From an optimization exercise on the open Yosys and OpenROAD flow, aimed at small area, a short achievable clock period and few clock cycles; shortcuts taken in it are not production practice. Only simulation tests tie the RTL to the original design; equivalence was not proved. Power figures rest on the tool's default switching activity, not on a simulated workload.

File: config.mk
export PLATFORM = sky130hd
export DESIGN_NAME = JAM
export DESIGN_NICKNAME = JAM
export VERILOG_FILES = /design/flow/design.v
export SDC_FILE = /design/flow/constraint.sdc
export NUM_CORES = 4
export LEC_CHECK = 0
export CAP_MARGIN = 20
export CORE_MARGIN = 2
export CORE_UTILIZATION = 40
export SLEW_MARGIN = 20
File: constraint.sdc
create_clock -name core_clock -period 10.0 [get_ports {CLK}]
set_input_delay 2.0000 -clock core_clock [delete_from_list [all_inputs] [get_ports {CLK}]]
set_output_delay 2.0000 -clock core_clock [all_outputs]
set_load 0.01 [all_outputs]
File: flow/run.sh
#!/bin/bash
# Standard layout with two changes: the port buffers use a normal buffer cell (buf_4)
# instead of the default pick, and clock tree synthesis builds its tree from clkbuf_16,
# without dummy loads, in clusters of up to 20 flip-flops.
set -euo pipefail
export BUFFER_PORTS_ARGS="-buffer_cell sky130_fd_sc_hd__buf_4"
export CTS_ARGS="-sink_clustering_enable -repair_clock_nets -dont_use_dummy_load -buf_list sky130_fd_sc_hd__clkbuf_16 -sink_clustering_size 20 -sink_clustering_max_diameter 150"
bash standard.sh finish > standard_flow.log 2>&1
File: standard.sh
#!/bin/bash
# synth_recipe.tcl (not shown) runs the flow's synth.tcl, then flattens the netlist and writes it again
# the make line also repeats each setting of config.mk as NAME=value (left out here)
make -C /OpenROAD-flow-scripts/flow DESIGN_CONFIG=/design/flow/config.mk WORK_HOME=/design/flow/orfs CLKGATE_MAP_FILE= SYNTH_SCRIPT=/design/flow/synth_recipe.tcl "${@:-finish}"
File: design.v
module jam_cmp (
    input  [9:0] a,
    input  [9:0] b,
    output lt,
    output eq
);
    wire l0_0 = ~a[0] & b[0];
    wire e0_0 = ~(a[0] ^ b[0]);
    wire l0_1 = ~a[1] & b[1];
    wire e0_1 = ~(a[1] ^ b[1]);
    wire l0_2 = ~a[2] & b[2];
    wire e0_2 = ~(a[2] ^ b[2]);
    wire l0_3 = ~a[3] & b[3];
    wire e0_3 = ~(a[3] ^ b[3]);
    wire l0_4 = ~a[4] & b[4];
    wire e0_4 = ~(a[4] ^ b[4]);
    wire l0_5 = ~a[5] & b[5];
    wire e0_5 = ~(a[5] ^ b[5]);
    wire l0_6 = ~a[6] & b[6];
    wire e0_6 = ~(a[6] ^ b[6]);
    wire l0_7 = ~a[7] & b[7];
    wire e0_7 = ~(a[7] ^ b[7]);
    wire l0_8 = ~a[8] & b[8];
    wire e0_8 = ~(a[8] ^ b[8]);
    wire l0_9 = ~a[9] & b[9];
    wire e0_9 = ~(a[9] ^ b[9]);
    wire l1_0 = l0_1 | (e0_1 & l0_0);
    wire e1_0 = e0_1 & e0_0;
    wire l1_1 = l0_3 | (e0_3 & l0_2);
    wire e1_1 = e0_3 & e0_2;
    wire l1_2 = l0_5 | (e0_5 & l0_4);
    wire e1_2 = e0_5 & e0_4;
    wire l1_3 = l0_7 | (e0_7 & l0_6);
    wire e1_3 = e0_7 & e0_6;
    wire l1_4 = l0_9 | (e0_9 & l0_8);
    wire e1_4 = e0_9 & e0_8;
    wire l2_0 = l1_1 | (e1_1 & l1_0);
    wire e2_0 = e1_1 & e1_0;
    wire l2_1 = l1_3 | (e1_3 & l1_2);
    wire e2_1 = e1_3 & e1_2;
    wire l3_0 = l2_1 | (e2_1 & l2_0);
    wire e3_0 = e2_1 & e2_0;
    wire l4_0 = l1_4 | (e1_4 & l3_0);
    wire e4_0 = e1_4 & e3_0;
    assign lt = l4_0;
    assign eq = e4_0;
endmodule
module jam_cmb (
    input  [13:0] a,
    input  [13:0] b,
    output [13:0] y
);
    wire lt, eq;
    jam_cmp u_c (.a(a[9:0]), .b(b[9:0]), .lt(lt), .eq(eq));
    assign y[9:0] = lt ? a[9:0] : b[9:0];
    assign y[13:10] = eq ? a[13:10] + b[13:10] : (lt ? a[13:10] : b[13:10]);
endmodule
module jam_min3 (
    input  [13:0] a,
    input  [13:0] b,
    input  [13:0] c,
    output [13:0] y
);
    wire lab, eab, lac, eac, lbc, ebc;
    jam_cmp u_ab (.a(a[9:0]), .b(b[9:0]), .lt(lab), .eq(eab));
    jam_cmp u_ac (.a(a[9:0]), .b(c[9:0]), .lt(lac), .eq(eac));
    jam_cmp u_bc (.a(b[9:0]), .b(c[9:0]), .lt(lbc), .eq(ebc));
    wire am = (lab | eab) & (lac | eac);
    wire bm = ~lab & (lbc | ebc);
    wire cm = ~lac & ~lbc;
    assign y[9:0] = am ? a[9:0] : (bm ? b[9:0] : c[9:0]);
    wire [3:0] sab = a[13:10] + b[13:10];
    wire [3:0] sac = a[13:10] + c[13:10];
    wire [3:0] sbc = b[13:10] + c[13:10];
    wire [3:0] sabc = sab + c[13:10];
    assign y[13:10] = am ? (bm ? (cm ? sabc : sab) : (cm ? sac : a[13:10]))
                         : (bm ? (cm ? sbc : b[13:10]) : c[13:10]);
endmodule
module jam_cand2 (
    input  [13:0] a,
    input  [13:0] b,
    input  [6:0]  c,
    input         ok,
    output [13:0] y
);
    wire lt, eq;
    jam_cmp u_c (.a(a[9:0]), .b(b[9:0]), .lt(lt), .eq(eq));
    wire [13:0] sa, sb;
    jam_cand u_a (.v(a), .c(c), .ok(ok), .y(sa));
    jam_cand u_b (.v(b), .c(c), .ok(ok), .y(sb));
    assign y[9:0] = lt ? sa[9:0] : sb[9:0];
    assign y[13:10] = {4{ok}} & (eq ? a[13:10] + b[13:10] : (lt ? a[13:10] : b[13:10]));
endmodule
module jam_order (
    input  [5:0] k,
    output reg [5:0] a
);
    always @(*) begin
        case (k)
            6'd0: a = 6'd0;
            6'd1: a = 6'd1;
            6'd2: a = 6'd2;
            6'd3: a = 6'd6;
            6'd4: a = 6'd7;
            6'd5: a = 6'd8;
            6'd6: a = 6'd9;
            6'd7: a = 6'd10;
            6'd8: a = 6'd14;
            6'd9: a = 6'd15;
            6'd10: a = 6'd18;
            6'd11: a = 6'd22;
            6'd12: a = 6'd23;
            6'd13: a = 6'd3;
            6'd14: a = 6'd11;
            6'd15: a = 6'd16;
            6'd16: a = 6'd17;
            6'd17: a = 6'd19;
            6'd18: a = 6'd26;
            6'd19: a = 6'd30;
            6'd20: a = 6'd31;
            6'd21: a = 6'd24;
            6'd22: a = 6'd25;
            6'd23: a = 6'd27;
            6'd24: a = 6'd34;
            6'd25: a = 6'd38;
            6'd26: a = 6'd39;
            6'd27: a = 6'd4;
            6'd28: a = 6'd12;
            6'd29: a = 6'd32;
            6'd30: a = 6'd33;
            6'd31: a = 6'd20;
            6'd32: a = 6'd35;
            6'd33: a = 6'd28;
            6'd34: a = 6'd42;
            6'd35: a = 6'd43;
            6'd36: a = 6'd46;
            6'd37: a = 6'd47;
            6'd38: a = 6'd40;
            6'd39: a = 6'd41;
            6'd40: a = 6'd36;
            6'd41: a = 6'd44;
            6'd42: a = 6'd5;
            6'd43: a = 6'd13;
            6'd44: a = 6'd21;
            6'd45: a = 6'd29;
            6'd46: a = 6'd50;
            6'd47: a = 6'd51;
            6'd48: a = 6'd52;
            6'd49: a = 6'd54;
            6'd50: a = 6'd55;
            6'd51: a = 6'd48;
            6'd52: a = 6'd49;
            6'd53: a = 6'd37;
            6'd54: a = 6'd45;
            6'd55: a = 6'd53;
            6'd56: a = 6'd58;
            6'd57: a = 6'd59;
            6'd58: a = 6'd60;
            6'd59: a = 6'd61;
            6'd60: a = 6'd62;
            6'd61: a = 6'd63;
            6'd62: a = 6'd56;
            6'd63: a = 6'd57;
            default: a = 6'd0;
        endcase
    end
endmodule
module jam_cand (
    input  [13:0] v,
    input  [6:0]  c,
    input         ok,
    output [13:0] y
);
    wire g0_0 = v[0] & c[0];
    wire p0_0 = v[0] ^ c[0];
    wire g0_1 = v[1] & c[1];
    wire p0_1 = v[1] ^ c[1];
    wire g0_2 = v[2] & c[2];
    wire p0_2 = v[2] ^ c[2];
    wire g0_3 = v[3] & c[3];
    wire p0_3 = v[3] ^ c[3];
    wire g0_4 = v[4] & c[4];
    wire p0_4 = v[4] ^ c[4];
    wire g0_5 = v[5] & c[5];
    wire p0_5 = v[5] ^ c[5];
    wire g0_6 = v[6] & c[6];
    wire p0_6 = v[6] ^ c[6];
    wire g0_7 = 1'b0;
    wire p0_7 = v[7];
    wire g0_8 = 1'b0;
    wire p0_8 = v[8];
    wire g0_9 = 1'b0;
    wire p0_9 = v[9];
    wire gx1 = g0_1 | (p0_1 & g0_0);
    wire px1 = p0_1 & p0_0;
    wire gx2 = g0_3 | (p0_3 & g0_2);
    wire px2 = p0_3 & p0_2;
    wire gx3 = g0_5 | (p0_5 & g0_4);
    wire px3 = p0_5 & p0_4;
    wire gx4 = g0_7 | (p0_7 & g0_6);
    wire px4 = p0_7 & p0_6;
    wire gx5 = g0_9 | (p0_9 & g0_8);
    wire px5 = p0_9 & p0_8;
    wire gx6 = gx2 | (px2 & gx1);
    wire px6 = px2 & px1;
    wire gx7 = gx4 | (px4 & gx3);
    wire px7 = px4 & px3;
    wire gx8 = gx7 | (px7 & gx6);
    wire px8 = px7 & px6;
    wire gx9 = gx3 | (px3 & gx6);
    wire gx10 = gx5 | (px5 & gx8);
    wire gx11 = g0_2 | (p0_2 & gx1);
    wire gx12 = g0_4 | (p0_4 & gx6);
    wire gx13 = g0_6 | (p0_6 & gx9);
    wire gx14 = g0_8 | (p0_8 & gx8);
    wire [9:0] s;
    assign s[0] = p0_0;
    assign s[1] = p0_1 ^ g0_0;
    assign s[2] = p0_2 ^ gx1;
    assign s[3] = p0_3 ^ gx11;
    assign s[4] = p0_4 ^ gx6;
    assign s[5] = p0_5 ^ gx12;
    assign s[6] = p0_6 ^ gx9;
    assign s[7] = p0_7 ^ gx13;
    assign s[8] = p0_8 ^ gx8;
    assign s[9] = p0_9 ^ gx14;
    assign y[9:0] = s | {10{~ok}};
    assign y[13:10] = v[13:10] & {4{ok}};
endmodule
module JAM (
    input CLK,
    input RST,
    output [2:0] W,
    output [2:0] J,
    input [6:0] Cost,
    output reg [3:0] MatchCount,
    output reg [9:0] MinCost,
    output reg Valid
);
    reg rst_q;   
    reg [5:0] rk;
    reg [5:0] wj;
    wire [5:0] rk_inc = (rk == 6'd63) ? 6'd63 : rk + 6'd1;
    wire [5:0] nxt_addr;
    jam_order u_ord (.k(rk_inc), .a(nxt_addr));
    assign W = wj[5:3];
    assign J = wj[2:0];
    reg [5:0] a1;
    always @(posedge CLK) begin
        rst_q <= RST;
        if (RST) rk <= 6'd0; else rk <= rk_inc;
        wj <= RST ? 6'd0 : nxt_addr;
        a1 <= wj;
    end
    reg [6:0] tab [0:63];
    integer ti;
    always @(posedge CLK) begin
        for (ti = 0; ti < 64; ti = ti + 1) if (a1 == ti) tab[ti] <= Cost;
    end
    reg [7:0] g0_um2;
    reg [5:0] g0_um1, g0_u0;
    reg [1:0] g0_u1, g0_u2;
    reg g0_zm1, g0_z0, g0_z1, g0_z2;       
    reg g0_lm1, g0_l0, g0_l1, g0_l2, g0_l3;   
    reg [2:0] g0_rm1, g0_r0;
    reg [7:0] g0_ohm1, g0_oh1;   
    wire [2:0] g0_pc = {2'd0, g0_um2[0]} + {2'd0, g0_um2[1]} + {2'd0, g0_um2[2]} + {2'd0, g0_um2[3]} + {2'd0, g0_um2[4]} + {2'd0, g0_um2[5]} + 3'd7;
    always @(posedge CLK) begin
        if (rst_q) g0_um2 <= 8'd242; else g0_um2 <= g0_um2 + 8'd1;
        g0_um1 <= g0_um2[5:0]; g0_u0 <= g0_um1; g0_u1 <= g0_u0[1:0]; g0_u2 <= g0_u1;
        g0_zm1 <= (g0_um2 == 8'd0); g0_z0 <= g0_zm1; g0_z1 <= g0_z0; g0_z2 <= g0_z1;
        g0_lm1 <= (g0_um2 == 8'd63); g0_l0 <= g0_lm1; g0_l1 <= g0_l0; g0_l2 <= g0_l1; g0_l3 <= g0_l2;
        g0_rm1 <= g0_pc; g0_r0 <= g0_rm1;
        g0_ohm1 <= 8'd1 << g0_pc; g0_oh1 <= 8'd1 << g0_r0;
    end
    reg [6:0] g0_c0;
    always @(posedge CLK) g0_c0 <= ({7{g0_oh1[0]}} & tab[0]) | ({7{g0_oh1[1]}} & tab[8]) | ({7{g0_oh1[2]}} & tab[16]) | ({7{g0_oh1[3]}} & tab[24]) | ({7{g0_oh1[4]}} & tab[32]) | ({7{g0_oh1[5]}} & tab[40]);
    reg [6:0] g0_c1;
    always @(posedge CLK) g0_c1 <= ({7{g0_oh1[0]}} & tab[1]) | ({7{g0_oh1[1]}} & tab[9]) | ({7{g0_oh1[2]}} & tab[17]) | ({7{g0_oh1[3]}} & tab[25]) | ({7{g0_oh1[4]}} & tab[33]) | ({7{g0_oh1[5]}} & tab[41]);
    reg [6:0] g0_c2;
    always @(posedge CLK) g0_c2 <= ({7{g0_ohm1[0]}} & tab[2]) | ({7{g0_ohm1[1]}} & tab[10]) | ({7{g0_ohm1[2]}} & tab[18]) | ({7{g0_ohm1[3]}} & tab[26]) | ({7{g0_ohm1[4]}} & tab[34]) | ({7{g0_ohm1[5]}} & tab[42]);
    reg [6:0] g0_c3;
    always @(posedge CLK) g0_c3 <= ({7{g0_ohm1[0]}} & tab[3]) | ({7{g0_ohm1[1]}} & tab[11]) | ({7{g0_ohm1[2]}} & tab[19]) | ({7{g0_ohm1[3]}} & tab[27]) | ({7{g0_ohm1[4]}} & tab[35]) | ({7{g0_ohm1[5]}} & tab[43]);
    reg [6:0] g0_c4;
    always @(posedge CLK) g0_c4 <= ({7{g0_ohm1[0]}} & tab[4]) | ({7{g0_ohm1[1]}} & tab[12]) | ({7{g0_ohm1[2]}} & tab[20]) | ({7{g0_ohm1[3]}} & tab[28]) | ({7{g0_ohm1[4]}} & tab[36]) | ({7{g0_ohm1[5]}} & tab[44]);
    reg [6:0] g0_c5;
    always @(posedge CLK) g0_c5 <= ({7{g0_ohm1[0]}} & tab[5]) | ({7{g0_ohm1[1]}} & tab[13]) | ({7{g0_ohm1[2]}} & tab[21]) | ({7{g0_ohm1[3]}} & tab[29]) | ({7{g0_ohm1[4]}} & tab[37]) | ({7{g0_ohm1[5]}} & tab[45]);
    reg [7:0] g1_um2;
    reg [5:0] g1_um1, g1_u0;
    reg [1:0] g1_u1, g1_u2;
    reg g1_zm1, g1_z0, g1_z1, g1_z2;       
    reg g1_lm1, g1_l0, g1_l1, g1_l2, g1_l3;   
    reg [2:0] g1_rm1, g1_r0;
    reg [7:0] g1_ohm1, g1_oh1;   
    wire [2:0] g1_pc = {2'd0, g1_um2[0]} + {2'd0, g1_um2[1]} + {2'd0, g1_um2[2]} + {2'd0, g1_um2[3]} + {2'd0, g1_um2[4]} + {2'd0, g1_um2[5]} + 3'd0;
    always @(posedge CLK) begin
        if (rst_q) g1_um2 <= 8'd238; else g1_um2 <= g1_um2 + 8'd1;
        g1_um1 <= g1_um2[5:0]; g1_u0 <= g1_um1; g1_u1 <= g1_u0[1:0]; g1_u2 <= g1_u1;
        g1_zm1 <= (g1_um2 == 8'd0); g1_z0 <= g1_zm1; g1_z1 <= g1_z0; g1_z2 <= g1_z1;
        g1_lm1 <= (g1_um2 == 8'd63); g1_l0 <= g1_lm1; g1_l1 <= g1_l0; g1_l2 <= g1_l1; g1_l3 <= g1_l2;
        g1_rm1 <= g1_pc; g1_r0 <= g1_rm1;
        g1_ohm1 <= 8'd1 << g1_pc; g1_oh1 <= 8'd1 << g1_r0;
    end
    reg [6:0] g1_c0;
    always @(posedge CLK) g1_c0 <= ({7{g1_oh1[1]}} & tab[8]) | ({7{g1_oh1[2]}} & tab[16]) | ({7{g1_oh1[3]}} & tab[24]) | ({7{g1_oh1[4]}} & tab[32]) | ({7{g1_oh1[5]}} & tab[40]) | ({7{g1_oh1[6]}} & tab[48]);
    reg [6:0] g1_c1;
    always @(posedge CLK) g1_c1 <= ({7{g1_oh1[1]}} & tab[9]) | ({7{g1_oh1[2]}} & tab[17]) | ({7{g1_oh1[3]}} & tab[25]) | ({7{g1_oh1[4]}} & tab[33]) | ({7{g1_oh1[5]}} & tab[41]) | ({7{g1_oh1[6]}} & tab[49]);
    reg [6:0] g1_c2;
    always @(posedge CLK) g1_c2 <= ({7{g1_ohm1[1]}} & tab[10]) | ({7{g1_ohm1[2]}} & tab[18]) | ({7{g1_ohm1[3]}} & tab[26]) | ({7{g1_ohm1[4]}} & tab[34]) | ({7{g1_ohm1[5]}} & tab[42]) | ({7{g1_ohm1[6]}} & tab[50]);
    reg [6:0] g1_c3;
    always @(posedge CLK) g1_c3 <= ({7{g1_ohm1[1]}} & tab[11]) | ({7{g1_ohm1[2]}} & tab[19]) | ({7{g1_ohm1[3]}} & tab[27]) | ({7{g1_ohm1[4]}} & tab[35]) | ({7{g1_ohm1[5]}} & tab[43]) | ({7{g1_ohm1[6]}} & tab[51]);
    reg [6:0] g1_c4;
    always @(posedge CLK) g1_c4 <= ({7{g1_ohm1[1]}} & tab[12]) | ({7{g1_ohm1[2]}} & tab[20]) | ({7{g1_ohm1[3]}} & tab[28]) | ({7{g1_ohm1[4]}} & tab[36]) | ({7{g1_ohm1[5]}} & tab[44]) | ({7{g1_ohm1[6]}} & tab[52]);
    reg [6:0] g1_c5;
    always @(posedge CLK) g1_c5 <= ({7{g1_ohm1[1]}} & tab[13]) | ({7{g1_ohm1[2]}} & tab[21]) | ({7{g1_ohm1[3]}} & tab[29]) | ({7{g1_ohm1[4]}} & tab[37]) | ({7{g1_ohm1[5]}} & tab[45]) | ({7{g1_ohm1[6]}} & tab[53]);
    reg [6:0] g1_c6;
    always @(posedge CLK) g1_c6 <= ({7{g1_ohm1[0]}} & tab[6]) | ({7{g1_ohm1[1]}} & tab[14]) | ({7{g1_ohm1[2]}} & tab[22]) | ({7{g1_ohm1[3]}} & tab[30]) | ({7{g1_ohm1[4]}} & tab[38]) | ({7{g1_ohm1[5]}} & tab[46]) | ({7{g1_ohm1[6]}} & tab[54]);
    reg [6:0] g1_c7;
    always @(posedge CLK) g1_c7 <= ({7{g1_ohm1[0]}} & tab[7]) | ({7{g1_ohm1[1]}} & tab[15]) | ({7{g1_ohm1[2]}} & tab[23]) | ({7{g1_ohm1[3]}} & tab[31]) | ({7{g1_ohm1[4]}} & tab[39]) | ({7{g1_ohm1[5]}} & tab[47]) | ({7{g1_ohm1[6]}} & tab[55]);
    reg [7:0] g2_um2;
    reg [5:0] g2_um1, g2_u0;
    reg [1:0] g2_u1, g2_u2;
    reg g2_zm1, g2_z0, g2_z1, g2_z2;       
    reg g2_lm1, g2_l0, g2_l1, g2_l2, g2_l3;   
    reg [2:0] g2_rm1, g2_r0;
    reg [7:0] g2_ohm1, g2_oh1;   
    wire [2:0] g2_pc = {2'd0, g2_um2[0]} + {2'd0, g2_um2[1]} + {2'd0, g2_um2[2]} + {2'd0, g2_um2[3]} + {2'd0, g2_um2[4]} + {2'd0, g2_um2[5]} + 3'd1;
    always @(posedge CLK) begin
        if (rst_q) g2_um2 <= 8'd234; else g2_um2 <= g2_um2 + 8'd1;
        g2_um1 <= g2_um2[5:0]; g2_u0 <= g2_um1; g2_u1 <= g2_u0[1:0]; g2_u2 <= g2_u1;
        g2_zm1 <= (g2_um2 == 8'd0); g2_z0 <= g2_zm1; g2_z1 <= g2_z0; g2_z2 <= g2_z1;
        g2_lm1 <= (g2_um2 == 8'd63); g2_l0 <= g2_lm1; g2_l1 <= g2_l0; g2_l2 <= g2_l1; g2_l3 <= g2_l2;
        g2_rm1 <= g2_pc; g2_r0 <= g2_rm1;
        g2_ohm1 <= 8'd1 << g2_pc; g2_oh1 <= 8'd1 << g2_r0;
    end
    reg [6:0] g2_c0;
    always @(posedge CLK) g2_c0 <= ({7{g2_oh1[2]}} & tab[16]) | ({7{g2_oh1[3]}} & tab[24]) | ({7{g2_oh1[4]}} & tab[32]) | ({7{g2_oh1[5]}} & tab[40]) | ({7{g2_oh1[6]}} & tab[48]) | ({7{g2_oh1[7]}} & tab[56]);
    reg [6:0] g2_c1;
    always @(posedge CLK) g2_c1 <= ({7{g2_oh1[2]}} & tab[17]) | ({7{g2_oh1[3]}} & tab[25]) | ({7{g2_oh1[4]}} & tab[33]) | ({7{g2_oh1[5]}} & tab[41]) | ({7{g2_oh1[6]}} & tab[49]) | ({7{g2_oh1[7]}} & tab[57]);
    reg [6:0] g2_c2;
    always @(posedge CLK) g2_c2 <= ({7{g2_ohm1[2]}} & tab[18]) | ({7{g2_ohm1[3]}} & tab[26]) | ({7{g2_ohm1[4]}} & tab[34]) | ({7{g2_ohm1[5]}} & tab[42]) | ({7{g2_ohm1[6]}} & tab[50]) | ({7{g2_ohm1[7]}} & tab[58]);
    reg [6:0] g2_c3;
    always @(posedge CLK) g2_c3 <= ({7{g2_ohm1[2]}} & tab[19]) | ({7{g2_ohm1[3]}} & tab[27]) | ({7{g2_ohm1[4]}} & tab[35]) | ({7{g2_ohm1[5]}} & tab[43]) | ({7{g2_ohm1[6]}} & tab[51]) | ({7{g2_ohm1[7]}} & tab[59]);
    reg [6:0] g2_c4;
    always @(posedge CLK) g2_c4 <= ({7{g2_ohm1[2]}} & tab[20]) | ({7{g2_ohm1[3]}} & tab[28]) | ({7{g2_ohm1[4]}} & tab[36]) | ({7{g2_ohm1[5]}} & tab[44]) | ({7{g2_ohm1[6]}} & tab[52]) | ({7{g2_ohm1[7]}} & tab[60]);
    reg [6:0] g2_c5;
    always @(posedge CLK) g2_c5 <= ({7{g2_ohm1[2]}} & tab[21]) | ({7{g2_ohm1[3]}} & tab[29]) | ({7{g2_ohm1[4]}} & tab[37]) | ({7{g2_ohm1[5]}} & tab[45]) | ({7{g2_ohm1[6]}} & tab[53]) | ({7{g2_ohm1[7]}} & tab[61]);
    reg [6:0] g2_c6;
    always @(posedge CLK) g2_c6 <= ({7{g2_ohm1[1]}} & tab[14]) | ({7{g2_ohm1[2]}} & tab[22]) | ({7{g2_ohm1[3]}} & tab[30]) | ({7{g2_ohm1[4]}} & tab[38]) | ({7{g2_ohm1[5]}} & tab[46]) | ({7{g2_ohm1[6]}} & tab[54]) | ({7{g2_ohm1[7]}} & tab[62]);
    reg [6:0] g2_c7;
    always @(posedge CLK) g2_c7 <= ({7{g2_ohm1[1]}} & tab[15]) | ({7{g2_ohm1[2]}} & tab[23]) | ({7{g2_ohm1[3]}} & tab[31]) | ({7{g2_ohm1[4]}} & tab[39]) | ({7{g2_ohm1[5]}} & tab[47]) | ({7{g2_ohm1[6]}} & tab[55]) | ({7{g2_ohm1[7]}} & tab[63]);
    reg [13:0] q0 [0:28];
    reg [13:0] l0_e [0:3];
    wire [13:0] l0_x0;
    jam_cand l0_cx0 (.v(q0[0]), .c(g0_c2), .ok(g0_u0[2]), .y(l0_x0));
    wire [13:0] l0_x1;
    jam_cand l0_cx1 (.v(q0[4]), .c(g0_c3), .ok(g0_u0[3]), .y(l0_x1));
    wire [13:0] l0_x2;
    jam_cand l0_cx2 (.v(q0[12]), .c(g0_c4), .ok(g0_u0[4]), .y(l0_x2));
    wire [13:0] l0_x3;
    jam_cand l0_cx3 (.v(q0[28]), .c(g0_c5), .ok(g0_u0[5]), .y(l0_x3));
    always @(posedge CLK) begin
        l0_e[0] <= l0_x0;
        l0_e[1] <= l0_x1;
        l0_e[2] <= l0_x2;
        l0_e[3] <= l0_x3;
    end
    wire [13:0] l0_g0;
    jam_min3 l0_cg0 (.a(l0_e[0]), .b(l0_e[1]), .c(l0_e[2]), .y(l0_g0));
    wire [13:0] l0_g1;
    assign l0_g1 = l0_e[3];
    reg [13:0] l0_a1, l0_b1;
    always @(posedge CLK) begin
        l0_a1 <= l0_g0;
        l0_b1 <= l0_g1;
    end
    reg [13:0] l0_pr, l0_t2, l0_t1;
    wire [13:0] l0_z2;
    jam_cmb l0_cz2 (.a(l0_a1), .b(l0_b1), .y(l0_z2));
    wire [13:0] l0_t2s, l0_t1s;
    jam_cand l0_ct2 (.v(q0[0]), .c(g0_c1), .ok(g0_u2[1]), .y(l0_t2s));
    jam_cand2 l0_ct1 (.a(l0_pr), .b(l0_t2), .c(g0_c0), .ok(g0_u2[0]), .y(l0_t1s));
    always @(posedge CLK) begin
        l0_pr <= (g0_z2 ? 14'h0400 : l0_z2);
        l0_t2 <= l0_t2s;
        l0_t1 <= l0_t1s;
    end
    wire [13:0] l0_r;
    jam_min3 l0_cr3 (.a(l0_t1), .b(l0_t2), .c(l0_pr), .y(l0_r));
    integer qi0;
    always @(posedge CLK) begin
        q0[0] <= l0_r;
        for (qi0 = 1; qi0 < 29; qi0 = qi0 + 1) q0[qi0] <= q0[qi0-1];
    end
    reg [13:0] q1 [0:28];
    reg [13:0] l1_e [0:4];
    wire [13:0] l1_x0;
    jam_cand l1_cx0 (.v(q1[0]), .c(g1_c2), .ok(g1_u0[2]), .y(l1_x0));
    wire [13:0] l1_x1;
    jam_cand l1_cx1 (.v(q1[4]), .c(g1_c3), .ok(g1_u0[3]), .y(l1_x1));
    wire [13:0] l1_x2;
    jam_cand l1_cx2 (.v(q1[12]), .c(g1_c4), .ok(g1_u0[4]), .y(l1_x2));
    wire [13:0] l1_x3;
    jam_cand l1_cx3 (.v(q1[28]), .c(g1_c5), .ok(g1_u0[5]), .y(l1_x3));
    wire [13:0] l1_x4;
    jam_cand l1_cx4 (.v(q0[0]), .c(g1_c6), .ok(1'b1), .y(l1_x4));
    always @(posedge CLK) begin
        l1_e[0] <= l1_x0;
        l1_e[1] <= l1_x1;
        l1_e[2] <= l1_x2;
        l1_e[3] <= l1_x3;
        l1_e[4] <= l1_x4;
    end
    wire [13:0] l1_g0;
    jam_min3 l1_cg0 (.a(l1_e[0]), .b(l1_e[1]), .c(l1_e[2]), .y(l1_g0));
    wire [13:0] l1_g1;
    jam_cmb l1_cg1 (.a(l1_e[3]), .b(l1_e[4]), .y(l1_g1));
    reg [13:0] l1_a1, l1_b1;
    always @(posedge CLK) begin
        l1_a1 <= l1_g0;
        l1_b1 <= l1_g1;
    end
    reg [13:0] l1_pr, l1_t2, l1_t1;
    wire [13:0] l1_z2;
    jam_cmb l1_cz2 (.a(l1_a1), .b(l1_b1), .y(l1_z2));
    wire [13:0] l1_t2s, l1_t1s;
    jam_cand l1_ct2 (.v(q1[0]), .c(g1_c1), .ok(g1_u2[1]), .y(l1_t2s));
    jam_cand2 l1_ct1 (.a(l1_pr), .b(l1_t2), .c(g1_c0), .ok(g1_u2[0]), .y(l1_t1s));
    always @(posedge CLK) begin
        l1_pr <= l1_z2;
        l1_t2 <= l1_t2s;
        l1_t1 <= l1_t1s;
    end
    wire [13:0] l1_r;
    jam_min3 l1_cr3 (.a(l1_t1), .b(l1_t2), .c(l1_pr), .y(l1_r));
    integer qi1;
    always @(posedge CLK) begin
        q1[0] <= l1_r;
        for (qi1 = 1; qi1 < 29; qi1 = qi1 + 1) q1[qi1] <= q1[qi1-1];
    end
    reg [13:0] q2 [0:28];
    reg [13:0] l2_e [0:4];
    wire [13:0] l2_x0;
    jam_cand l2_cx0 (.v(q2[0]), .c(g1_c2), .ok(g1_u0[2]), .y(l2_x0));
    wire [13:0] l2_x1;
    jam_cand l2_cx1 (.v(q2[4]), .c(g1_c3), .ok(g1_u0[3]), .y(l2_x1));
    wire [13:0] l2_x2;
    jam_cand l2_cx2 (.v(q2[12]), .c(g1_c4), .ok(g1_u0[4]), .y(l2_x2));
    wire [13:0] l2_x3;
    jam_cand l2_cx3 (.v(q2[28]), .c(g1_c5), .ok(g1_u0[5]), .y(l2_x3));
    wire [13:0] l2_x4;
    jam_cand l2_cx4 (.v(q0[0]), .c(g1_c7), .ok(1'b1), .y(l2_x4));
    always @(posedge CLK) begin
        l2_e[0] <= l2_x0;
        l2_e[1] <= l2_x1;
        l2_e[2] <= l2_x2;
        l2_e[3] <= l2_x3;
        l2_e[4] <= l2_x4;
    end
    wire [13:0] l2_g0;
    jam_min3 l2_cg0 (.a(l2_e[0]), .b(l2_e[1]), .c(l2_e[2]), .y(l2_g0));
    wire [13:0] l2_g1;
    jam_cmb l2_cg1 (.a(l2_e[3]), .b(l2_e[4]), .y(l2_g1));
    reg [13:0] l2_a1, l2_b1;
    always @(posedge CLK) begin
        l2_a1 <= l2_g0;
        l2_b1 <= l2_g1;
    end
    reg [13:0] l2_pr, l2_t2, l2_t1;
    wire [13:0] l2_z2;
    jam_cmb l2_cz2 (.a(l2_a1), .b(l2_b1), .y(l2_z2));
    wire [13:0] l2_t2s, l2_t1s;
    jam_cand l2_ct2 (.v(q2[0]), .c(g1_c1), .ok(g1_u2[1]), .y(l2_t2s));
    jam_cand2 l2_ct1 (.a(l2_pr), .b(l2_t2), .c(g1_c0), .ok(g1_u2[0]), .y(l2_t1s));
    always @(posedge CLK) begin
        l2_pr <= l2_z2;
        l2_t2 <= l2_t2s;
        l2_t1 <= l2_t1s;
    end
    wire [13:0] l2_r;
    jam_min3 l2_cr3 (.a(l2_t1), .b(l2_t2), .c(l2_pr), .y(l2_r));
    integer qi2;
    always @(posedge CLK) begin
        q2[0] <= l2_r;
        for (qi2 = 1; qi2 < 29; qi2 = qi2 + 1) q2[qi2] <= q2[qi2-1];
    end
    reg [13:0] q3 [0:28];
    reg [13:0] l3_e [0:5];
    wire [13:0] l3_x0;
    jam_cand l3_cx0 (.v(q3[0]), .c(g2_c2), .ok(g2_u0[2]), .y(l3_x0));
    wire [13:0] l3_x1;
    jam_cand l3_cx1 (.v(q3[4]), .c(g2_c3), .ok(g2_u0[3]), .y(l3_x1));
    wire [13:0] l3_x2;
    jam_cand l3_cx2 (.v(q3[12]), .c(g2_c4), .ok(g2_u0[4]), .y(l3_x2));
    wire [13:0] l3_x3;
    jam_cand l3_cx3 (.v(q3[28]), .c(g2_c5), .ok(g2_u0[5]), .y(l3_x3));
    wire [13:0] l3_x4;
    jam_cand l3_cx4 (.v(q2[0]), .c(g2_c6), .ok(1'b1), .y(l3_x4));
    wire [13:0] l3_x5;
    jam_cand l3_cx5 (.v(q1[0]), .c(g2_c7), .ok(1'b1), .y(l3_x5));
    always @(posedge CLK) begin
        l3_e[0] <= l3_x0;
        l3_e[1] <= l3_x1;
        l3_e[2] <= l3_x2;
        l3_e[3] <= l3_x3;
        l3_e[4] <= l3_x4;
        l3_e[5] <= l3_x5;
    end
    wire [13:0] l3_g0;
    jam_min3 l3_cg0 (.a(l3_e[0]), .b(l3_e[1]), .c(l3_e[2]), .y(l3_g0));
    wire [13:0] l3_g1;
    jam_min3 l3_cg1 (.a(l3_e[3]), .b(l3_e[4]), .c(l3_e[5]), .y(l3_g1));
    reg [13:0] l3_a1, l3_b1;
    always @(posedge CLK) begin
        l3_a1 <= l3_g0;
        l3_b1 <= l3_g1;
    end
    reg [13:0] l3_pr, l3_t2, l3_t1;
    wire [13:0] l3_z2;
    jam_cmb l3_cz2 (.a(l3_a1), .b(l3_b1), .y(l3_z2));
    wire [13:0] l3_t2s, l3_t1s;
    jam_cand l3_ct2 (.v(q3[0]), .c(g2_c1), .ok(g2_u2[1]), .y(l3_t2s));
    jam_cand2 l3_ct1 (.a(l3_pr), .b(l3_t2), .c(g2_c0), .ok(g2_u2[0]), .y(l3_t1s));
    always @(posedge CLK) begin
        l3_pr <= l3_z2;
        l3_t2 <= l3_t2s;
        l3_t1 <= l3_t1s;
    end
    wire [13:0] l3_r;
    jam_min3 l3_cr3 (.a(l3_t1), .b(l3_t2), .c(l3_pr), .y(l3_r));
    integer qi3;
    always @(posedge CLK) begin
        q3[0] <= l3_r;
        for (qi3 = 1; qi3 < 29; qi3 = qi3 + 1) q3[qi3] <= q3[qi3-1];
    end
    always @(posedge CLK) begin
        if (rst_q) Valid <= 1'b0;
        else if (g2_l3) Valid <= 1'b1;
    end
    always @(posedge CLK) begin
        MinCost <= l3_r[9:0] & {10{g2_l3}};
        MatchCount <= l3_r[13:10] & {4{g2_l3}};
    end
endmodule
==> impl_metrics.env, run 1 <==
export IMPL_crit_required_ns=10.68
export IMPL_wl_met3_mm=14.3
export IMPL_p_total_mw=38.0
export IMPL_syn_nets=8788
export IMPL_synth_edf_count=448
export IMPL_wl_per_cell_um=20.5
export IMPL_ys_seq_elements=2939
export IMPL_antenna_found_initial=28
export IMPL_die_h_um=503
export IMPL_cts_buffers_inserted=165
export IMPL_wirelength_mm=230
export IMPL_grt_start_max_net_pins=65
export IMPL_cts_sinks=2939
export IMPL_cts_tree="yes"
export IMPL_cts_root_buf="clkbuf_16"
export IMPL_r2r_start="l3_pr[7]"
export IMPL_avgSynthCellArea_um2=12.7
export IMPL_io_buffers=29
export IMPL_fin_area_um2=108000
export IMPL_dpl_cell_count=11000
export IMPL_yosys_area_top_type="dfxtp_1"
export IMPL_synth_cell_types=71
export IMPL_nets=8796
export IMPL_pre_cts_slack_ns=6.46
export IMPL_clk_latency_ns=0.82
export IMPL_dpl_hpwl_mm=162
export IMPL_start_util_pct=40.2
export IMPL_crit_type="reg2reg"
export IMPL_drt_iter0_markers=4841
export IMPL_grt_setup_unrepaired="no"
export IMPL_async_flop_share_pct=0
export IMPL_drc=0
export IMPL_vias_per_cell=5.05
export IMPL_fin_hold_ws_ns=0.231
export IMPL_dr_pass1_iters=6
export IMPL_grt_overflow=0
export IMPL_synth_commonest_cells="dfxtp_1, ha_1, inv_1, edfxtp_1, a22oi_1"
export IMPL_cts_max_path_buffers=3
export IMPL_route_met2_wl_mm=102
export IMPL_crit_top_cell="o21ai_0"
export IMPL_synth_top_area_share_pct=50.0
export IMPL_crit_path_max_fanout=27
export IMPL_yosysMostFrequentCell="dfxtp_1"
export IMPL_grt_pass1_vias=56800
export IMPL_ioPinCount=30
export IMPL_setup_viol=0
export IMPL_cts_reportedPaths_clkPinSlew_ns=0.09
export IMPL_dieArea_um2=253000
export IMPL_grt_usage_pct=18.0
export IMPL_area_growth_pct=8.09
export IMPL_start_kind="flop"
export IMPL_status="timing/DRC/antenna clean"
export IMPL_cap_violations=0
export IMPL_critical_path_arrival_ns=4.24
export IMPL_fin_crit_ns=3.56
export IMPL_ant_nets=0
export IMPL_tightest_slew_ns=1.04
export IMPL_post_cts_resized=0
export IMPL_die_w_um=503
export IMPL_grt_pass1_wl_mm=347
export IMPL_drive_above_1_share_pct=4.84
export IMPL_synth_flop_cell="dfxtp_1"
export IMPL_core_area_um2=248000
export IMPL_finalCritPeriodShare_pct=35.6
export IMPL_cts_setup_buffers=0
export IMPL_max_stage_delay_ns=0.46
export IMPL_fin_cells=11200
export IMPL_skew_ns=0.0946
export IMPL_crit_slowest_cell="dfxtp_1"
export IMPL_met1_length_mm=104
export IMPL_cp_cell_sequence="inv_1 > ha_1 > a2111oi_0 > o21ai_0 > a22oi_1 > a21o_1 > buf_4 > nor2_1 > o21ai_0 > nor4bb_1 > nor4b_1"
export IMPL_syn_inst=7870
export IMPL_hold_viol_final=0
export IMPL_whs_path_depth=0
export IMPL_dr_max_layer_used="met5"
export IMPL_max_slew_margin_pct=28.4
export IMPL_hold_start="q1[26][10]"
export IMPL_post_dp_cell_area_um2=104000
export IMPL_reg2reg_to="MatchCount[3]"
export IMPL_p_per_area_nw_per_um2=352
export IMPL_synth_area_top_cells="dfxtp_1, edfxtp_1, ha_1, fa_1, a22oi_1"
export IMPL_setup_ws_ns=6.44
export IMPL_post_route_util_pct=43.4
export IMPL_placementRows=183
export IMPL_ys_warn_count=20
export IMPL_critPathCaptureType="flop"
export IMPL_leakage_nw=46.1
export IMPL_r2r_slack_ns=6.44
export IMPL_gp_congestion=0.875
export IMPL_htree_num_levels=4
export IMPL_r2r_cells=11
export IMPL_holdPathEnd="q1[27][10]"
export IMPL_num_vias=56700
export IMPL_vdd_ir_drop_max_mv=0.179
export IMPL_synth_cell_area_um2=99700
export IMPL_ys_seq_area_share_pct=63.5
export IMPL_drv_slew=0
export IMPL_fmax_mhz=281
export IMPL_setup_tns_ns=0
export IMPL_hp_class="reg2reg"
export IMPL_holdBufCountCts=0
## sequential cells by signal, summed over array words and instances, names as in the netlist, 56 cells and up
| signal | flops |
|---|---|
| l3_e | 78 |
| q0 | 405 |
| l2_e | 67 |
| tab | 448 |
| q2 | 405 |
| q3 | 406 |
| l1_e | 66 |
| l0_e | 56 |
| q1 | 405 |
## layer usage
| metal | track usage [%] | up-vias |
|---|---|---|
| met5 | 0 | - |
| met4 | 6.90 | 10 |
| met3 | 3.28 | 425 |
| met2 | 28.4 | 1717 |
| met1 | 24.5 | 27300 |
| li1 | - | 27200 |
## cells by family after synthesis
logic type / synth area share [%]
mux: 2.26
buf+inv: 2.90
fa+ha+maj: 12.8
compound gates: 9.92
flops: 63.5
xor+xnor: 1.92
simple gates: 6.74
## where the power goes
part           internal, mW  switching, mW
Sequential             16.2           2.53
Combinational          5.22           7.57
Clock                  2.93           3.55
## area by class of cell
cell class	count	area, µm²
Sequential cell	2939	63300
Inverter	532	2000
Tap cell	3330	4170
Antenna cell	4	10.0
Fill cell	22700	140000
Multi-Input combinational cell	4165	33500
Clock buffer	165	4130
Timing Repair Buffer	75	571
## cells in the final DEF (no fill, tap or decap), types with 9 or more instances in the layout
cell,n
nor3b_1,22
a21oi_1,297
a222oi_1,28
nand4_1,48
mux2i_1,116
nor2_1,310
ha_1,730
nand2b_1,120
a22oi_1,439
and3b_1,11
and2_1,112
a221oi_1,11
xnor2_1,119
a211o_1,14
and3_1,17
a21o_1,210
edfxtp_1,448
mux2_2,83
inv_1,532
or3_1,16
nor3_1,55
o211ai_1,52
o21a_1,20
a211oi_1,81
buf_4,74
o31ai_1,9
nand2_1,374
dfxtp_2,13
clkbuf_16,165
or2_2,12
nor2b_1,51
xor2_1,99
dfxtp_1,2478
nand3_1,207
fa_1,179
a31oi_1,17
o21ai_0,174
o211a_1,11
## worst max-delay path, delay by kind of cell (launching register included)
kind / cells / cell delay [ns]
AO/OA/AOI/OAI: 5 / 1.49
AND/OR/NAND/NOR: 3 / 0.65
buffers and inverters: 2 / 0.48
flip-flops: 1 / 0.46
adder cells (fa/ha/maj): 1 / 0.35
## worst max-delay path by stage
stage | from | to | slack (ns) | depth (start not counted)
final | l3_pr[7] | MatchCount[3] | 6.44 | 11
after floorplan | l3_pr[7] | MatchCount[2] | 7.29 | 11
after detailed placement | l3_pr[7] | MatchCount[3] | 6.46 | 11
after global placement | l3_pr[7] | q3[0][13] | 6.34 | 11
after CTS | wj[4] | W[1] | 6.38 | 1
after global routing | l3_pr[7] | MatchCount[3] | 6.06 | 11
Testbench counts, summed over its fixed seeds: cycles 1,656.
==> inputs of run 2 (changes only) <==
--- a/design.v
+++ b/design.v
@@ -91,3 +91,3 @@
     assign y[9:0] = lt ? sa[9:0] : sb[9:0];
-    assign y[13:10] = {4{ok}} & (eq ? a[13:10] + b[13:10] : (lt ? a[13:10] : b[13:10]));
+    assign y[13:10] = eq ? a[13:10] + b[13:10] : (lt ? a[13:10] : b[13:10]);
 endmodule
@@ -227,3 +227,3 @@
     assign y[9:0] = s | {10{~ok}};
-    assign y[13:10] = v[13:10] & {4{ok}};
+    assign y[13:10] = v[13:10];
 endmodule
@@ -271,3 +271,4 @@
         g0_zm1 <= (g0_um2 == 8'd0); g0_z0 <= g0_zm1; g0_z1 <= g0_z0; g0_z2 <= g0_z1;
-        g0_lm1 <= (g0_um2 == 8'd63); g0_l0 <= g0_lm1; g0_l1 <= g0_l0; g0_l2 <= g0_l1; g0_l3 <= g0_l2;
+        if (rst_q) begin g0_lm1 <= 1'b0; g0_l0 <= 1'b0; g0_l1 <= 1'b0; g0_l2 <= 1'b0; g0_l3 <= 1'b0; end
+        else begin g0_lm1 <= (g0_um2 == 8'd63); g0_l0 <= g0_lm1; g0_l1 <= g0_l0; g0_l2 <= g0_l1; g0_l3 <= g0_l2; end
         g0_rm1 <= g0_pc; g0_r0 <= g0_rm1;
@@ -299,3 +300,4 @@
         g1_zm1 <= (g1_um2 == 8'd0); g1_z0 <= g1_zm1; g1_z1 <= g1_z0; g1_z2 <= g1_z1;
-        g1_lm1 <= (g1_um2 == 8'd63); g1_l0 <= g1_lm1; g1_l1 <= g1_l0; g1_l2 <= g1_l1; g1_l3 <= g1_l2;
+        if (rst_q) begin g1_lm1 <= 1'b0; g1_l0 <= 1'b0; g1_l1 <= 1'b0; g1_l2 <= 1'b0; g1_l3 <= 1'b0; end
+        else begin g1_lm1 <= (g1_um2 == 8'd63); g1_l0 <= g1_lm1; g1_l1 <= g1_l0; g1_l2 <= g1_l1; g1_l3 <= g1_l2; end
         g1_rm1 <= g1_pc; g1_r0 <= g1_rm1;
@@ -331,3 +333,4 @@
         g2_zm1 <= (g2_um2 == 8'd0); g2_z0 <= g2_zm1; g2_z1 <= g2_z0; g2_z2 <= g2_z1;
-        g2_lm1 <= (g2_um2 == 8'd63); g2_l0 <= g2_lm1; g2_l1 <= g2_l0; g2_l2 <= g2_l1; g2_l3 <= g2_l2;
+        if (rst_q) begin g2_lm1 <= 1'b0; g2_l0 <= 1'b0; g2_l1 <= 1'b0; g2_l2 <= 1'b0; g2_l3 <= 1'b0; end
+        else begin g2_lm1 <= (g2_um2 == 8'd63); g2_l0 <= g2_lm1; g2_l1 <= g2_l0; g2_l2 <= g2_l1; g2_l3 <= g2_l2; end
         g2_rm1 <= g2_pc; g2_r0 <= g2_rm1;
@@ -351,4 +354,4 @@
     always @(posedge CLK) g2_c7 <= ({7{g2_ohm1[1]}} & tab[15]) | ({7{g2_ohm1[2]}} & tab[23]) | ({7{g2_ohm1[3]}} & tab[31]) | ({7{g2_ohm1[4]}} & tab[39]) | ({7{g2_ohm1[5]}} & tab[47]) | ({7{g2_ohm1[6]}} & tab[55]) | ({7{g2_ohm1[7]}} & tab[63]);
-    reg [13:0] q0 [0:28];
-    reg [13:0] l0_e [0:3];
+    reg [13:0] q0 [0:29];
+    reg [9:0] l0_e [0:3];
     wire [13:0] l0_x0;
@@ -362,11 +365,15 @@
     always @(posedge CLK) begin
-        l0_e[0] <= l0_x0;
-        l0_e[1] <= l0_x1;
-        l0_e[2] <= l0_x2;
-        l0_e[3] <= l0_x3;
-    end
+        l0_e[0] <= l0_x0[9:0];
+        l0_e[1] <= l0_x1[9:0];
+        l0_e[2] <= l0_x2[9:0];
+        l0_e[3] <= l0_x3[9:0];
+    end
+    wire [13:0] l0_f0 = {q0[1][13:10], l0_e[0]};
+    wire [13:0] l0_f1 = {q0[5][13:10], l0_e[1]};
+    wire [13:0] l0_f2 = {q0[13][13:10], l0_e[2]};
+    wire [13:0] l0_f3 = {q0[29][13:10], l0_e[3]};
     wire [13:0] l0_g0;
-    jam_min3 l0_cg0 (.a(l0_e[0]), .b(l0_e[1]), .c(l0_e[2]), .y(l0_g0));
+    jam_min3 l0_cg0 (.a(l0_f0), .b(l0_f1), .c(l0_f2), .y(l0_g0));
     wire [13:0] l0_g1;
-    assign l0_g1 = l0_e[3];
+    assign l0_g1 = l0_f3;
     reg [13:0] l0_a1, l0_b1;
@@ -376,3 +383,5 @@
     end
-    reg [13:0] l0_pr, l0_t2, l0_t1;
+    reg [13:0] l0_pr, l0_t1;
+    reg [9:0] l0_t2c;
+    wire [13:0] l0_t2 = {q0[1][13:10], l0_t2c};   
     wire [13:0] l0_z2;
@@ -384,3 +393,3 @@
         l0_pr <= (g0_z2 ? 14'h0400 : l0_z2);
-        l0_t2 <= l0_t2s;
+        l0_t2c <= l0_t2s[9:0];
         l0_t1 <= l0_t1s;
@@ -392,6 +401,6 @@
         q0[0] <= l0_r;
-        for (qi0 = 1; qi0 < 29; qi0 = qi0 + 1) q0[qi0] <= q0[qi0-1];
+        for (qi0 = 1; qi0 < 30; qi0 = qi0 + 1) q0[qi0] <= q0[qi0-1];
     end
-    reg [13:0] q1 [0:28];
-    reg [13:0] l1_e [0:4];
+    reg [13:0] q1 [0:29];
+    reg [9:0] l1_e [0:4];
     wire [13:0] l1_x0;
@@ -407,12 +416,17 @@
     always @(posedge CLK) begin
-        l1_e[0] <= l1_x0;
-        l1_e[1] <= l1_x1;
-        l1_e[2] <= l1_x2;
-        l1_e[3] <= l1_x3;
-        l1_e[4] <= l1_x4;
-    end
+        l1_e[0] <= l1_x0[9:0];
+        l1_e[1] <= l1_x1[9:0];
+        l1_e[2] <= l1_x2[9:0];
+        l1_e[3] <= l1_x3[9:0];
+        l1_e[4] <= l1_x4[9:0];
+    end
+    wire [13:0] l1_f0 = {q1[1][13:10], l1_e[0]};
+    wire [13:0] l1_f1 = {q1[5][13:10], l1_e[1]};
+    wire [13:0] l1_f2 = {q1[13][13:10], l1_e[2]};
+    wire [13:0] l1_f3 = {q1[29][13:10], l1_e[3]};
+    wire [13:0] l1_f4 = {q0[1][13:10], l1_e[4]};
     wire [13:0] l1_g0;
-    jam_min3 l1_cg0 (.a(l1_e[0]), .b(l1_e[1]), .c(l1_e[2]), .y(l1_g0));
+    jam_min3 l1_cg0 (.a(l1_f0), .b(l1_f1), .c(l1_f2), .y(l1_g0));
     wire [13:0] l1_g1;
-    jam_cmb l1_cg1 (.a(l1_e[3]), .b(l1_e[4]), .y(l1_g1));
+    jam_cmb l1_cg1 (.a(l1_f3), .b(l1_f4), .y(l1_g1));
     reg [13:0] l1_a1, l1_b1;
@@ -422,3 +436,5 @@
     end
-    reg [13:0] l1_pr, l1_t2, l1_t1;
+    reg [13:0] l1_pr, l1_t1;
+    reg [9:0] l1_t2c;
+    wire [13:0] l1_t2 = {q1[1][13:10], l1_t2c};   
     wire [13:0] l1_z2;
@@ -430,3 +446,3 @@
         l1_pr <= l1_z2;
-        l1_t2 <= l1_t2s;
+        l1_t2c <= l1_t2s[9:0];
         l1_t1 <= l1_t1s;
@@ -438,6 +454,6 @@
         q1[0] <= l1_r;
-        for (qi1 = 1; qi1 < 29; qi1 = qi1 + 1) q1[qi1] <= q1[qi1-1];
+        for (qi1 = 1; qi1 < 30; qi1 = qi1 + 1) q1[qi1] <= q1[qi1-1];
     end
-    reg [13:0] q2 [0:28];
-    reg [13:0] l2_e [0:4];
+    reg [13:0] q2 [0:29];
+    reg [9:0] l2_e [0:4];
     wire [13:0] l2_x0;
@@ -453,12 +469,17 @@
     always @(posedge CLK) begin
-        l2_e[0] <= l2_x0;
-        l2_e[1] <= l2_x1;
-        l2_e[2] <= l2_x2;
-        l2_e[3] <= l2_x3;
-        l2_e[4] <= l2_x4;
-    end
+        l2_e[0] <= l2_x0[9:0];
+        l2_e[1] <= l2_x1[9:0];
+        l2_e[2] <= l2_x2[9:0];
+        l2_e[3] <= l2_x3[9:0];
+        l2_e[4] <= l2_x4[9:0];
+    end
+    wire [13:0] l2_f0 = {q2[1][13:10], l2_e[0]};
+    wire [13:0] l2_f1 = {q2[5][13:10], l2_e[1]};
+    wire [13:0] l2_f2 = {q2[13][13:10], l2_e[2]};
+    wire [13:0] l2_f3 = {q2[29][13:10], l2_e[3]};
+    wire [13:0] l2_f4 = {q0[1][13:10], l2_e[4]};
     wire [13:0] l2_g0;
-    jam_min3 l2_cg0 (.a(l2_e[0]), .b(l2_e[1]), .c(l2_e[2]), .y(l2_g0));
+    jam_min3 l2_cg0 (.a(l2_f0), .b(l2_f1), .c(l2_f2), .y(l2_g0));
     wire [13:0] l2_g1;
-    jam_cmb l2_cg1 (.a(l2_e[3]), .b(l2_e[4]), .y(l2_g1));
+    jam_cmb l2_cg1 (.a(l2_f3), .b(l2_f4), .y(l2_g1));
     reg [13:0] l2_a1, l2_b1;
@@ -468,3 +489,5 @@
     end
-    reg [13:0] l2_pr, l2_t2, l2_t1;
+    reg [13:0] l2_pr, l2_t1;
+    reg [9:0] l2_t2c;
+    wire [13:0] l2_t2 = {q2[1][13:10], l2_t2c};   
     wire [13:0] l2_z2;
@@ -476,3 +499,3 @@
         l2_pr <= l2_z2;
-        l2_t2 <= l2_t2s;
+        l2_t2c <= l2_t2s[9:0];
         l2_t1 <= l2_t1s;
@@ -484,6 +507,6 @@
         q2[0] <= l2_r;
-        for (qi2 = 1; qi2 < 29; qi2 = qi2 + 1) q2[qi2] <= q2[qi2-1];
+        for (qi2 = 1; qi2 < 30; qi2 = qi2 + 1) q2[qi2] <= q2[qi2-1];
     end
-    reg [13:0] q3 [0:28];
-    reg [13:0] l3_e [0:5];
+    reg [13:0] q3 [0:29];
+    reg [9:0] l3_e [0:5];
     wire [13:0] l3_x0;
@@ -501,13 +524,19 @@
     always @(posedge CLK) begin
-        l3_e[0] <= l3_x0;
-        l3_e[1] <= l3_x1;
-        l3_e[2] <= l3_x2;
-        l3_e[3] <= l3_x3;
-        l3_e[4] <= l3_x4;
-        l3_e[5] <= l3_x5;
-    end
+        l3_e[0] <= l3_x0[9:0];
+        l3_e[1] <= l3_x1[9:0];
+        l3_e[2] <= l3_x2[9:0];
+        l3_e[3] <= l3_x3[9:0];
+        l3_e[4] <= l3_x4[9:0];
+        l3_e[5] <= l3_x5[9:0];
+    end
+    wire [13:0] l3_f0 = {q3[1][13:10], l3_e[0]};
+    wire [13:0] l3_f1 = {q3[5][13:10], l3_e[1]};
+    wire [13:0] l3_f2 = {q3[13][13:10], l3_e[2]};
+    wire [13:0] l3_f3 = {q3[29][13:10], l3_e[3]};
+    wire [13:0] l3_f4 = {q2[1][13:10], l3_e[4]};
+    wire [13:0] l3_f5 = {q1[1][13:10], l3_e[5]};
     wire [13:0] l3_g0;
-    jam_min3 l3_cg0 (.a(l3_e[0]), .b(l3_e[1]), .c(l3_e[2]), .y(l3_g0));
+    jam_min3 l3_cg0 (.a(l3_f0), .b(l3_f1), .c(l3_f2), .y(l3_g0));
     wire [13:0] l3_g1;
-    jam_min3 l3_cg1 (.a(l3_e[3]), .b(l3_e[4]), .c(l3_e[5]), .y(l3_g1));
+    jam_min3 l3_cg1 (.a(l3_f3), .b(l3_f4), .c(l3_f5), .y(l3_g1));
     reg [13:0] l3_a1, l3_b1;
@@ -517,3 +546,5 @@
     end
-    reg [13:0] l3_pr, l3_t2, l3_t1;
+    reg [13:0] l3_pr, l3_t1;
+    reg [9:0] l3_t2c;
+    wire [13:0] l3_t2 = {q3[1][13:10], l3_t2c};   
     wire [13:0] l3_z2;
@@ -525,3 +556,3 @@
         l3_pr <= l3_z2;
-        l3_t2 <= l3_t2s;
+        l3_t2c <= l3_t2s[9:0];
         l3_t1 <= l3_t1s;
@@ -533,3 +564,3 @@
         q3[0] <= l3_r;
-        for (qi3 = 1; qi3 < 29; qi3 = qi3 + 1) q3[qi3] <= q3[qi3-1];
+        for (qi3 = 1; qi3 < 30; qi3 = qi3 + 1) q3[qi3] <= q3[qi3-1];
     end
==> flow/run.sh (replaced) <==
#!/bin/bash
# Standard layout with three changes: the port buffers use a normal buffer cell (buf_4)
# instead of the default pick; clock tree synthesis builds its tree from clkbuf_8,
# without dummy loads, in clusters of up to 15 flip-flops; and timing repair aims for a
# setup slack of 6.9 ns on the 10 ns clock, so it sizes up the slowest paths. The
# constraints (constraint.sdc) are not changed.
set -euo pipefail
export BUFFER_PORTS_ARGS="-buffer_cell sky130_fd_sc_hd__buf_4"
export CTS_ARGS="-sink_clustering_enable -repair_clock_nets -dont_use_dummy_load -buf_list sky130_fd_sc_hd__clkbuf_8 -sink_clustering_size 15 -sink_clustering_max_diameter 100"
export SETUP_SLACK_MARGIN=6.9
bash standard.sh finish > standard_flow.log 2>&1
==> run 2 against run 1 <==
Net effect:
- utilization fell by 0.099 points
- design area fell by 2.0%
- worst hold slack improved by 0.0087 ns
- sequential power barely moved
- largest cell class unchanged
- still clean
- via count fell by 0.93%
- highest routed layer unchanged
==> impl_metrics.env, run 2 <==
export IMPL_status="timing/DRC/antenna clean"
export IMPL_synth_area_top_cells="dfxtp_1, edfxtp_1, ha_1, fa_1, a22oi_1"
export IMPL_ys_warn_count=20
export IMPL_hp_class="reg2reg"
export IMPL_max_stage_delay_ns=0.38
export IMPL_vias_per_cell=5.08
export IMPL_cp_cell_sequence="buf_6"
export IMPL_num_vias=56100
export IMPL_crit_required_ns=8.00
export IMPL_fin_hold_ws_ns=0.240
export IMPL_final_cell_mix="dfxtp_1, ha_1, inv_1"
export IMPL_cap_violations=0
export IMPL_setup_viol=0
export IMPL_synth_commonest_cells="dfxtp_1, ha_1, inv_1, edfxtp_1, a22oi_1"
export IMPL_wirelength_mm=227
export IMPL_dpl_hpwl_mm=160
export IMPL_synth_fa_ha_area_share_pct=13.0
export IMPL_yosysMostFrequentCell="dfxtp_1"
export IMPL_yosys_area_top_type="dfxtp_1"
export IMPL_largest_reg_flops=448
export IMPL_seq_area_um2=62100
export IMPL_synth_compound_area_share_pct=9.94
export IMPL_start_kind="flop"
export IMPL_p_per_area_nw_per_um2=352
export IMPL_dr_pass1_iters=9
export IMPL_async_flop_share_pct=0
export IMPL_drt_iter0_markers=4757
export IMPL_ys_seq_area_share_pct=63.2
export IMPL_critical_path_arrival_ns=1.55
export IMPL_synth_flop_cell="dfxtp_1"
export IMPL_dieArea_um2=249000
export IMPL_fin_crit_ns=3.55
export IMPL_skew_ns=0.143
export IMPL_ioPinCount=30
export IMPL_avgSynthCellArea_um2=12.7
export IMPL_grt_usage_pct=18.0
export IMPL_start_util_pct=40.3
export IMPL_cts_max_path_buffers=3
export IMPL_cts_tree="yes"
export IMPL_cts_reportedPaths_clkPinSlew_ns=0.09
export IMPL_crit_slowest_cell="dfxtp_4"
export IMPL_synth_top_family_by_area="adder cells"
export IMPL_core_area_um2=244000
export IMPL_synth_top_area_share_pct=49.5
export IMPL_pre_cts_slack_ns=6.51
export IMPL_setup_ws_ns=6.45
export IMPL_io_buffers=29
export IMPL_grt_setup_unrepaired="yes"
export IMPL_critPathCaptureType="primary output"
export IMPL_crit_path_max_fanout=1
export IMPL_r2r_slack_ns=7.00
export IMPL_syn_inst=7750
export IMPL_die_h_um=499
export IMPL_nets=8768
export IMPL_top_register="tab"
export IMPL_critical_path_buf_inv_count=1
export IMPL_grt_pass1_wl_mm=345
export IMPL_ant_nets=0
export IMPL_ys_seq_elements=2875
export IMPL_max_slew_margin_pct=25.6
export IMPL_htree_num_levels=4
export IMPL_synth_cell_area_um2=98100
export IMPL_setup_tns_ns=0
export IMPL_vdd_ir_drop_max_mv=0.211
export IMPL_synth_xor_area_share_pct=1.96
export IMPL_fillers=22400
export IMPL_die_w_um=499
export IMPL_area_growth_pct=7.55
export IMPL_cts_root_buf="clkbuf_8"
export IMPL_finalCritPeriodShare_pct=35.5
export IMPL_antenna_found_initial=20
export IMPL_final_common_cell="dfxtp_1"
export IMPL_holdBufCountCts=0
export IMPL_cts_sinks=2875
export IMPL_synth_simple_area_share_pct=6.51
export IMPL_synth_cell_types=90
export IMPL_multi_input_area_um2=33500
export IMPL_grt_overflow=0
export IMPL_clk_latency_ns=1.06
export IMPL_gp_congestion=0.890
export IMPL_synth_edf_count=448
export IMPL_syn_nets=8668
export IMPL_cp_top_family="flip-flops"
export IMPL_leakage_nw=45.3
export IMPL_grt_pass1_vias=56500
export IMPL_cts_buffers_inserted=210
export IMPL_tightest_slew_ns=1.12
export IMPL_drive_above_1_share_pct=6.92
export IMPL_placementRows=181
export IMPL_muxShareOfSynthArea_pct=2.43
export IMPL_wl_per_cell_um=20.5
export IMPL_drc=0
export IMPL_grt_start_max_net_pins=65
export IMPL_crit_type="reg2out"
export IMPL_hold_viol_final=0
export IMPL_fmax_mhz=282
export IMPL_drv_slew=0
run 2: cell types whose count changed in the layout (fill, tap and decap cells not counted), moves of 12 or more:
cell	previous run	this run
a211oi_1	81	57
nand3_1	207	233
dfxtp_2	13	28
buf_6	0	21
nand4_1	48	32
dfxtp_1	2478	2387
nand2_1	374	386
clkbuf_16	165	0
and2_1	112	30
clkbuf_8	0	210
o21a_1	20	8
buf_4	74	88
dfxtp_4	0	12
mux2i_1	116	129
run 2: cell families (layout without fill, tap and decap cells):
group,after synthesis,after routing
DFF,2875,2875
AOI/OAI and AO/OA,1423,1426
and+or+nand+nor,1339,1339
adders and majority gates,909,909
buffers and inverters,765,860
xor gates and xnor gates,220,220
muxes,219,219
other,0,3
run 2: what timing repair did:
item                                   CTS  global route
setup buffers                           15            21
endpoints found under the hold margin    0             0
cloned                                   3             0
gates resized for setup                 75            55
pin swaps                                7             8
setup endpoints to repair              105           121
run 2: path summary, 6_finish.rpt:
path                     end  startpoint  cells after the start
setup / recovery  MinCost[3]  MinCost[3]                      1
hold / removal     q2[26][1]   q2[25][1]                      0
setup reg to reg   l2_a1[12]  l2_e[0][6]                     10
hold reg to reg    q2[26][1]   q2[25][1]                      0
run 2: layout make-up:
type | count | area share, %
multi-input cells | 4113 | 31.8
flip-flops and latches | 2875 | 58.9
repair buffers | 113 | 0.912
well taps | 3202 | 3.80
clock buffers | 210 | 2.74
diodes | 3 | 0.00711
inverters | 537 | 1.91
run 2: layer usage:
metal / up-vias / global-route usage, % / wire, µm
met1: 27100 / 24.6 / 103000
met2: 1689 / 28.6 / 102000
met5: - / 0 / 69
met3: 381 / 3.49 / 14800
li1: 26900 / - / -
met4: 10 / 6.18 / 7280
run 2: report_power, final:
| group | switching, mW | total (mW) | leakage (nW) | internal [mW] |
|---|---|---|---|---|
| combinational | 7.85 | 13.5 | 19.5 | 5.66 |
| clock | 3.41 | 5.28 | 1.51 | 1.87 |
| sequential | 2.51 | 18.4 | 24.2 | 15.8 |
| total | 13.8 | 37.1 | 45.3 | 23.4 |
run 2: metrics by stage:
step | util (%) | total power, mW | cells | cell area (µm²)
floorplan | - | 26.6 | 7750 | 98100
finish | 43.3 | 37.1 | 11100 | 106000
global placement | 41.8 | 31.4 | 10800 | 102000
CTS | 43.2 | 37.3 | 11000 | 105000
global route | 43.3 | 39.9 | 11100 | 106000
detailed placement | 41.8 | 31.7 | 10800 | 102000
Testbench counts of run 2, summed over its fixed seeds: cycles 1,656.

==> separate check: timing with driven ports <==
In the flow no input, the clock included, has a driving cell. The finished layouts below were timed again as built, in two steps.
Step 1 (the two cells are an assumption about what drives the block):
set clk [get_ports {CLK}]
set_driving_cell -lib_cell sky130_fd_sc_hd__clkbuf_16 $clk
set_driving_cell -lib_cell sky130_fd_sc_hd__buf_2 [delete_from_list [all_inputs] $clk]
Step 2 also shifts input and output timing later by t, the mid clock arrival at the registers, as if the neighbouring blocks saw the same clock.
a / b / c = no drivers / after step 1 / after step 2; a / b = the first two.
run | t, ns | slack for setup (ns) | hold slack, ns | slew at the worst register clock pin (ns)
run 1 | 0.875 | 6.442 / 6.430 / 6.442 | 0.231 / 0.231 / 0.231 | 0.09 / 0.09
run 2 | 1.065 | 6.453 / 6.369 / 6.998 | 0.240 / 0.240 / 0.240 | 0.11 / 0.11
After both steps every run listed still meets setup and hold.
